Background: an optimization exercise with open tools, aiming at small area. Do not read the settings as production practice.
The RTL was checked by simulation tests, not by an equivalence proof against the original design.
Power and IR drop assume default switching activity.

== the previous run ==
==> flow/design.v (excerpt) <==
module opll_top (
    input   wire                i_CLK,
    input   wire                i_IC_n,
    input   wire                i_ALTPATCH_EN,
    input   wire                i_CS_n,
    input   wire                i_WR_n,
    input   wire                i_A0,
    input   wire        [7:0]   i_D,
    output  wire        [1:0]   o_D,
    output  wire                o_D_OE,
    output  wire                o_DAC_EN_MO,
    output  wire                o_DAC_EN_RO,
    output  wire                o_IMP_NOFLUC_SIGN,
    output  wire        [7:0]   o_IMP_NOFLUC_MAG,
    output  wire signed [9:0]   o_IMP_FLUC_SIGNED_MO,
    output  wire signed [9:0]   o_IMP_FLUC_SIGNED_RO,
    input   wire signed [4:0]   i_ACC_SIGNED_MOVOL,
    input   wire signed [4:0]   i_ACC_SIGNED_ROVOL,
    output  wire                o_ACC_SIGNED_STRB,
    output  wire signed [15:0]  o_ACC_SIGNED
);
IKAOPLL #(
    .FULLY_SYNCHRONOUS          (1),
    .FAST_RESET                 (1),
    .ALTPATCH_CONFIG_MODE       (0),
    .USE_PIPELINED_MULTIPLIER   (1)
) u_IKAOPLL (
    .i_XIN_EMUCLK               (i_CLK),
    .i_phiM_PCEN_n              (1'b0),
    .i_IC_n                     (i_IC_n),
    .i_ALTPATCH_EN              (i_ALTPATCH_EN),
    .i_CS_n                     (i_CS_n),
    .i_WR_n                     (i_WR_n),
    .i_A0                       (i_A0),
    .i_D                        (i_D),
    .o_D                        (o_D),
    .o_D_OE                     (o_D_OE),
    .o_DAC_EN_MO                (o_DAC_EN_MO),
    .o_DAC_EN_RO                (o_DAC_EN_RO),
    .o_IMP_NOFLUC_SIGN          (o_IMP_NOFLUC_SIGN),
    .o_IMP_NOFLUC_MAG           (o_IMP_NOFLUC_MAG),
    .o_IMP_FLUC_SIGNED_MO       (o_IMP_FLUC_SIGNED_MO),
    .o_IMP_FLUC_SIGNED_RO       (o_IMP_FLUC_SIGNED_RO),
    .i_ACC_SIGNED_MOVOL         (i_ACC_SIGNED_MOVOL),
    .i_ACC_SIGNED_ROVOL         (i_ACC_SIGNED_ROVOL),
    .o_ACC_SIGNED_STRB          (o_ACC_SIGNED_STRB),
    .o_ACC_SIGNED               (o_ACC_SIGNED)
);
endmodule
For scale: about 5400 cells after synthesis, roughly 1500 flip-flops, roughly 75 I/O pins, ~55000 µm² of cells after synthesis.
export LEC_CHECK = 0
export ABC_AREA = 1
export CAP_MARGIN = 20
export CORE_MARGIN = 2
export CORE_UTILIZATION = 50
export CTS_CLUSTER_DIAMETER = 90
export CTS_CLUSTER_SIZE = 28
export SLEW_MARGIN = 20
create_clock -name core_clock -period 9.0 [get_ports {i_CLK}]
standard.sh (not shown) runs the stock make flow with config.mk's settings and CLKGATE_MAP_FILE= SYNTH_SCRIPT=/design/flow/synth_recipe.tcl, a recipe that flattens the netlist after the stock synthesis.
==> flow/flow/run.sh <==
#!/bin/bash
set -e
export BUFFER_PORTS_ARGS="-buffer_cell sky130_fd_sc_hd__buf_1"
export CTS_ARGS="-sink_clustering_enable -repair_clock_nets -sink_clustering_size 28 -sink_clustering_max_diameter 90 -dont_use_dummy_load"
bash standard.sh > standard.log 2>&1
The previous run: flow completed, timing, DRC and antenna clean
#### Input delta (the current run over the previous run)
Settings: CTS_CLUSTER_DIAMETER: 90 -> 100; CTS_CLUSTER_SIZE: 28 -> 24.
==> flow/flow/run.sh <==
#!/bin/bash
set -e
export BUFFER_PORTS_ARGS="-buffer_cell sky130_fd_sc_hd__buf_1"
export CTS_ARGS="-sink_clustering_enable -repair_clock_nets -sink_clustering_size 24 -sink_clustering_max_diameter 100 -dont_use_dummy_load"
bash standard.sh > standard.log 2>&1
### Flow results
Every stage of the flow completed for the current run, and the final layout passed the timing, DRC and antenna checks. Looking at the current run and the previous run, the total vias in the final route is a wash. Total wire length of the current run is on par with the previous run. Of the current run and the previous run, it is the current run that has the higher clock network area share. The current run falls short of the previous run in total internal power. Changes observed in the current run relative to the previous run: switching component of the power increased about 0.32%, total met2 wirelength after detailed routing increased 250 µm, first-iteration DRC count decreased 60. In the metrics for the current run and the previous run, the one carrying the higher post-route worst setup slack is the current run.

separate check: timing with driven ports:
The flow's constraints put no driver on any port. The routed layouts listed below were extracted and timed again, unchanged, in two steps. Step 1 assumes that a clkbuf_16 drives the clock port and a buf_2 every other input. Step 2 also shifts input and output timing later by t, the mid clock arrival at the registers, as if the neighbouring blocks saw the same clock. Three values: ideal ports, drivers, drivers and shift; two values: the first two.
| run | shift t [ns] | setup WS [ns] | clock arrival spread, ns | worst data-port slew with drivers (ns) |
|---|---|---|---|---|
| the previous run | 0.715 | 2.205 / 2.205 / 2.026 | 0.105 / 0.106 | 0.11 |
| the current run | 0.721 | 2.238 / 2.238 / 2.057 | 0.121 / 0.121 | 0.11 |
After both steps every run listed still meets setup and hold. For the current run, which loses most, drivers alone change the setup slack by 0.000 ns; drivers and shift together by -0.181 ns.
